Context: an optimization exercise on an open-source flow, tuned for small area and a short achievable clock period. The choices shown serve that exercise and are no tape-out recipe.
At most, simulation tests tie the RTL to the original design; equivalence was not proved.
Power is estimated from default activity; no workload was simulated.

red:
Design pe_array_top, start of the top module:
module pe_array_top #(parameter NPE = 4)
                   (input logic clk,
                    input logic rst_n,
                    input logic rst_n_pe,
                    input logic [3:0] conv_num,
                    input logic partial_en_control,
                    input logic [NPE*16-1:0]data_readw_weight,
                    input logic [15:0]data_readi_input,
                    output logic [15:0]data_write_output,
                    output logic [16:0]addr_readi_input,
                    output logic [16:0]addr_readw_weight,
                    output logic [14:0]addr_write_output,
                    output logic [1:0]byteenable_readi_input,
                    output logic [NPE*2-1:0]byteenable_readw_weight,
		            output logic [1:0]byteenable_write_output,
                    input logic [16:0]addr_readi_control,
                    input logic [16:0]addr_readw_control,
                    input logic [14:0]addr_write_control,
                    input logic pool_en_control,
                    input logic relu_en_control,
                    input logic output_en_control,
		            input logic waitrequest_output,
		            input logic waitrequest_input,
		            input logic waitrequest_weight,
                    input logic en_write_control,
                    input logic en_readi_control,
                    input logic en_readw_control,
                    input logic readdatavalid_input,
                    input logic readdatavalid_weight,
                    output logic write_output,
                    output logic read_readw_weight,
                    output logic read_readi_input,
                    output logic chipselect_input,
                    output logic chipselect_weight,
                    output logic chipselect_output,
                    output logic readdatavalid_out_input,
                    output logic readdatavalid_out_weight
                    );
For scale: ~6000 cells after synthesis, ~700 flip-flops, roughly 56000 um2 of cells after synthesis.
==> module p1024_to_s16, before the edit <==
module p1024_to_s16 #(parameter NPE = 4)(
	input  logic            clk,
	input  logic            rst_n,
	input  logic [NPE*16-1:0] datain_pe,
	input  logic            input_en_control,
	input  logic [14:0]     addr_in_control,
	input  logic            pool_en,
	input  logic            output_en,
	output logic [15:0]     writedata_output,
	output logic [14:0]     address_output,
	output logic            write_output,
	input  logic            waitrequest_output,
	output logic [1:0]      byteenable_output,
	output logic            chipselect
);
	localparam logic [2:0] IDLE = 3'd0, POOL_INIT = 3'd1, POOL = 3'd2, OUT0 = 3'd3;
	localparam logic [2:0] OUTN = OUT0 + NPE;
	logic [2:0]  state;
	logic [NPE*16-1:0] buffer, buffer_out;
	logic [14:0] address_output_in;
	assign byteenable_output = 2'b11;
	assign write_output = 1'b1;
	assign chipselect = 1'b0;
	always_ff @(posedge clk) begin
		if (state == IDLE && input_en_control) begin
			buffer <= datain_pe;
			address_output_in <= addr_in_control;
		end else if (state >= OUT0 && state != OUTN && output_en && !waitrequest_output)
			address_output_in <= address_output_in + 15'd2;
	end
	always_ff @(posedge clk) begin
		if (!rst_n) begin
			state <= IDLE;
			buffer_out <= '0;
			address_output <= '0;
			writedata_output <= '0;
		end else begin
			case (state)
				IDLE: if (input_en_control) state <= POOL_INIT;
				POOL_INIT: state <= POOL;
				POOL: begin
					for (int k = 0; k < NPE; k++)
						if (!pool_en || {~buffer[k*16+15], buffer[k*16 +: 15]} > {~buffer_out[k*16+15], buffer_out[k*16 +: 15]})
							buffer_out[k*16 +: 16] <= buffer[k*16 +: 16];
					state <= OUT0;
				end
				default: begin
					if (!output_en)
						state <= IDLE;
					else if (!waitrequest_output) begin
						if (state == OUTN)
							state <= IDLE;
						else begin
							address_output   <= address_output_in;
							writedata_output <= buffer_out[15:0];
							buffer_out       <= buffer_out >> 16;
							state            <= state + 3'd1;
						end
					end
				end
			endcase
		end
	end
endmodule
==> flow/config.mk <==
export PLATFORM = sky130hd
export DESIGN_NAME = pe_array_top
export DESIGN_NICKNAME = pe_array_top
export VERILOG_FILES = /design/flow/design.v
export SDC_FILE = /design/flow/constraint.sdc
export NUM_CORES = 8
export LEC_CHECK = 0
export CAP_MARGIN = 20
export CORE_MARGIN = 2
export CORE_UTILIZATION = 40
export SLEW_MARGIN = 20
==> flow/constraint.sdc <==
create_clock -name core_clock -period 10.0 [get_ports {clk}]
set_input_delay 2.0000 -clock core_clock [delete_from_list [all_inputs] [get_ports {clk}]]
set_output_delay 2.0000 -clock core_clock [all_outputs]
set_load 0.01 [all_outputs]
standard.sh (not shown) runs the stock make flow with config.mk's settings and CLKGATE_MAP_FILE= SYNTH_SCRIPT=/design/flow/synth_recipe.tcl, a recipe that flattens the netlist after the stock synthesis.
==> flow/flow/run.sh <==
#!/bin/bash
# Standard synthesis unchanged, then the standard layout steps with other settings.
set -eo pipefail
bash standard.sh synth > synth.log 2>&1
bash standard.sh BUFFER_PORTS_ARGS="-buffer_cell sky130_fd_sc_hd__buf_1" SETUP_SLACK_MARGIN=5.8 CTS_ARGS="-sink_clustering_enable -repair_clock_nets -dont_use_dummy_load" finish > layout.log 2>&1
Setup changes, red to blue
diff --git a/flow/design.v b/flow/design.v
--- a/flow/design.v
+++ b/flow/design.v
@@ -1297,13 +1297,13 @@
 		end else begin
 			case (state)
 				IDLE: if (input_en_control) state <= POOL_INIT;
 				POOL_INIT: state <= POOL;
 				POOL: begin
 					for (int k = 0; k < NPE; k++)
-						if (!pool_en || {~buffer[k*16+15], buffer[k*16 +: 15]} > {~buffer_out[k*16+15], buffer_out[k*16 +: 15]})
+						if (!pool_en || $signed(buffer[k*16 +: 16]) > $signed(buffer_out[k*16 +: 16]))
 							buffer_out[k*16 +: 16] <= buffer[k*16 +: 16];
 					state <= OUT0;
 				end
 				default: begin
 					if (!output_en)
 						state <= IDLE;
[summary]
Looking only at fraction of the mapped netlist area in compound gates, and setting everything else aside, the higher value of blue and red goes to blue. Relative to red, number of distinct library cell variants in the gate-level netlist after synthesis has decreased by 1 in blue. Sum of internal, switching and leakage power of blue exceeds that of red slightly. As far as sequential cell count of the final layout is concerned, blue and red perform about the same. Diff blue and red: post-layout utilization of the core higher in blue. Lower count of buffers not belonging to the clock network in the layout among blue and red: blue. After detailed routing, red needs more wire than blue. Any difference in fraction of standard cell area that is sequential between blue and red is small enough to ignore. Diff red..blue | fmax | negligible. Against red, die area in blue came out better.
Only the layout flow was run in blue; the RTL was not checked for function there.

* * *

RTL: one of the versions met above, not the one the previous note started from.
Size in the first run: about 6000 cells after synthesis, roughly 700 flip-flops, roughly 230 I/O pins, ~56000 um2 of cells after synthesis.
Settings: LEC_CHECK=0, CAP_MARGIN=20, CORE_MARGIN=2, CORE_UTILIZATION=40, SLEW_MARGIN=20; clock period 10.0 ns.
run.sh (not shown) runs the stock make flow with config.mk's settings and CLKGATE_MAP_FILE= SYNTH_SCRIPT=/design/flow/synth_recipe.tcl, a recipe that flattens the netlist after the stock synthesis.
Stock flow here: none of the scripts above is used.
The baseline completed without violations.
Edit:
--- a/flow/design.v
+++ b/flow/design.v
@@ -6,74 +6,47 @@
 	input  logic [15:0] weight,
 	input  logic [3:0]  conv_prev,
 	input  logic        load_product,
 	input  logic        add,
 	input  logic        fold,
 	input  logic        relu,
 	input  logic        out_valid,
 	output logic [15:0] output_feature
 );
-	logic [31:0] acc, addend_s, addend_c, sum, product_s, product_c;
-	logic        zero;    
-	booth_mul mul(.neg(neg), .one(one), .two(two), .four7(four7), .w(weight),
-	              .ps(product_s), .pc(product_c));
-	add3 adder(.a(acc), .b(addend_s), .c(addend_c), .s(sum));
+	logic [31:0] acc, addend, sum, product;
+	booth_mul mul(.neg(neg), .one(one), .two(two), .four7(four7), .w(weight), .p(product));
+	assign sum = acc + addend;
 	always_ff @(posedge clk) begin
 		if (!rst_n_pe) begin
-			acc      <= '0;
-			addend_s <= '0;
-			addend_c <= '0;
-			zero     <= 1'b0;
+			acc    <= '0;
+			addend <= '0;
 		end else begin
-			if (load_product) begin
-				addend_s <= product_s;
-				addend_c <= product_c;
-			end
-			if (add || fold)
+			if (load_product)
+				addend <= product;
+			if (add)
 				acc <= sum;
-			if (fold)
-				zero <= relu & sum[31];
+			else if (fold)
+				acc <= (relu && sum[31]) ? '0 : sum;
 		end
 	end
 	always_comb begin
 		case (conv_prev)
 			4'd0, 4'd1:              output_feature = acc[31:16];
 			4'd2, 4'd3, 4'd6, 4'd15: output_feature = acc[30:15];
 			4'd4, 4'd5, 4'd12:       output_feature = acc[29:14];
 			4'd13:                   output_feature = acc[25:10];
 			4'd14:                   output_feature = acc[27:12];
 			default:                 output_feature = acc[28:13];
 		endcase
-		if (!out_valid || zero) output_feature = '0;
+		if (!out_valid) output_feature = '0;
 	end
 endmodule
-module add3(input logic [31:0] a, input logic [31:0] b, input logic [31:0] c,
-            output logic [31:0] s);
-	logic [31:0] x, y, p, g;
-	logic [32:0] cy;
-	always_comb begin
-		x = a ^ b ^ c;
-		y = {(a[30:0] & b[30:0]) | (a[30:0] & c[30:0]) | (b[30:0] & c[30:0]), 1'b0};
-		p = x ^ y;
-		g = x & y;
-		cy[0] = 1'b0;
-		for (int k = 0; k < 32; k += 4) begin
-			cy[k+1] = g[k] | (p[k] & cy[k]);
-			cy[k+2] = g[k+1] | (p[k+1] & g[k]) | (p[k+1] & p[k] & cy[k]);
-			cy[k+3] = g[k+2] | (p[k+2] & g[k+1]) | (p[k+2] & p[k+1] & g[k])
-			        | (p[k+2] & p[k+1] & p[k] & cy[k]);
-			cy[k+4] = g[k+3] | (p[k+3] & g[k+2]) | (p[k+3] & p[k+2] & g[k+1])
-			        | (p[k+3] & p[k+2] & p[k+1] & g[k]) | (p[k+3] & p[k+2] & p[k+1] & p[k] & cy[k]);
-		end
-		s = p ^ cy[31:0];
-	end
-endmodule
-module booth_mul(input [7:0] neg, input [7:0] one, input [7:0] two, input four7, input [15:0] w, output [31:0] ps, output [31:0] pc);
+module booth_mul(input [7:0] neg, input [7:0] one, input [7:0] two, input four7, input [15:0] w, output [31:0] p);
   wire m1;
   assign m1 = (one[0] & w[0]) | (two[0] & 1'b0);
   wire pp2;
   assign pp2 = m1 ^ neg[0];
   wire m3;
   assign m3 = (one[0] & w[1]) | (two[0] & w[0]);
   wire pp4;
   assign pp4 = m3 ^ neg[0];
   wire m5;
@@ -1066,20 +1039,19 @@
   assign c498 = pp270 & 1'b1;
   wire s499;
   wire c500;
   assign s499 = pp272 ^ 1'b1;
   assign c500 = pp272 & 1'b1;
   wire s501;
   wire c502;
   assign s501 = pp274 ^ 1'b1;
   assign c502 = pp274 & 1'b1;
-  assign ps = {c500, c498, c496, c494, c492, c490, c488, c486, c484, c482, c480, c478, c476, c474, c472, c470, c468, c466, c464, c462, c460, c458, c456, c454, c452, c450, c448, c446, c444, s443, pp4, pp2};
-  assign pc = {s501, s499, s497, s495, s493, s491, s489, s487, s485, s483, s481, s479, s477, s475, s473, s471, s469, s467, s465, s463, s461, s459, s457, s455, s453, s451, s449, s447, s445, neg[1], 1'b0, neg[0]};
+  assign p = {c500, c498, c496, c494, c492, c490, c488, c486, c484, c482, c480, c478, c476, c474, c472, c470, c468, c466, c464, c462, c460, c458, c456, c454, c452, c450, c448, c446, c444, s443, pp4, pp2} + {s501, s499, s497, s495, s493, s491, s489, s487, s485, s483, s481, s479, s477, s475, s473, s471, s469, s467, s465, s463, s461, s459, s457, s455, s453, s451, s449, s447, s445, neg[1], 1'b0, neg[0]};
 endmodule
 module pe_array #(parameter NPE = 4)(
 	input  logic              clk,
 	input  logic              rst_n_pe,
 	input  logic              weight_valid,
 	input  logic              feature_valid,
 	input  logic [15:0]       feature_in,      
 	input  logic [NPE*16-1:0] weight_in,       
 	input  logic [3:0]        conv_num,
Global-route usage came out lower by 0.21 points. Die area decreases by about 0.6%. Utilization is lower by 0.27 points. Hold slack gains 0.0073 ns. Maximum frequency drops by 22%. Total power came out higher by 78%.
No run of this note included a check of the RTL's function; only the layout flow was run.

re-timing with driven ports:
The flow's constraints put no driver on any port. The routed layouts listed below were extracted and timed again, unchanged, in two steps. Step 1 sets driving cells, clkbuf_16 on the clock port and buf_2 on the other inputs (assumed; they add their load-dependent delay and slew). Step 2 also shifts input and output timing later by t, the mid clock arrival at the registers, as if the neighbouring blocks saw the same clock. a / b / c = ideal / step 1 / step 2; a / b = the first two.
run	shift t [ns]	setup WS [ns]	hold slack, ns
red	0.740	5.796 / 5.758 / 5.187	0.447 / 0.447 / 0.447
blue	0.739	5.794 / 5.760 / 5.566	0.447 / 0.447 / 0.447
the first run of note 2	0.768	4.986 / 4.960 / 4.960	0.444 / 0.444 / 0.444
the second run of note 2	0.743	3.561 / 3.561 / 3.561	0.451 / 0.451 / 0.451
After both steps every run listed still meets setup and hold. For red, which loses most, drivers alone change the setup slack by -0.038 ns; drivers and shift together by -0.609 ns.
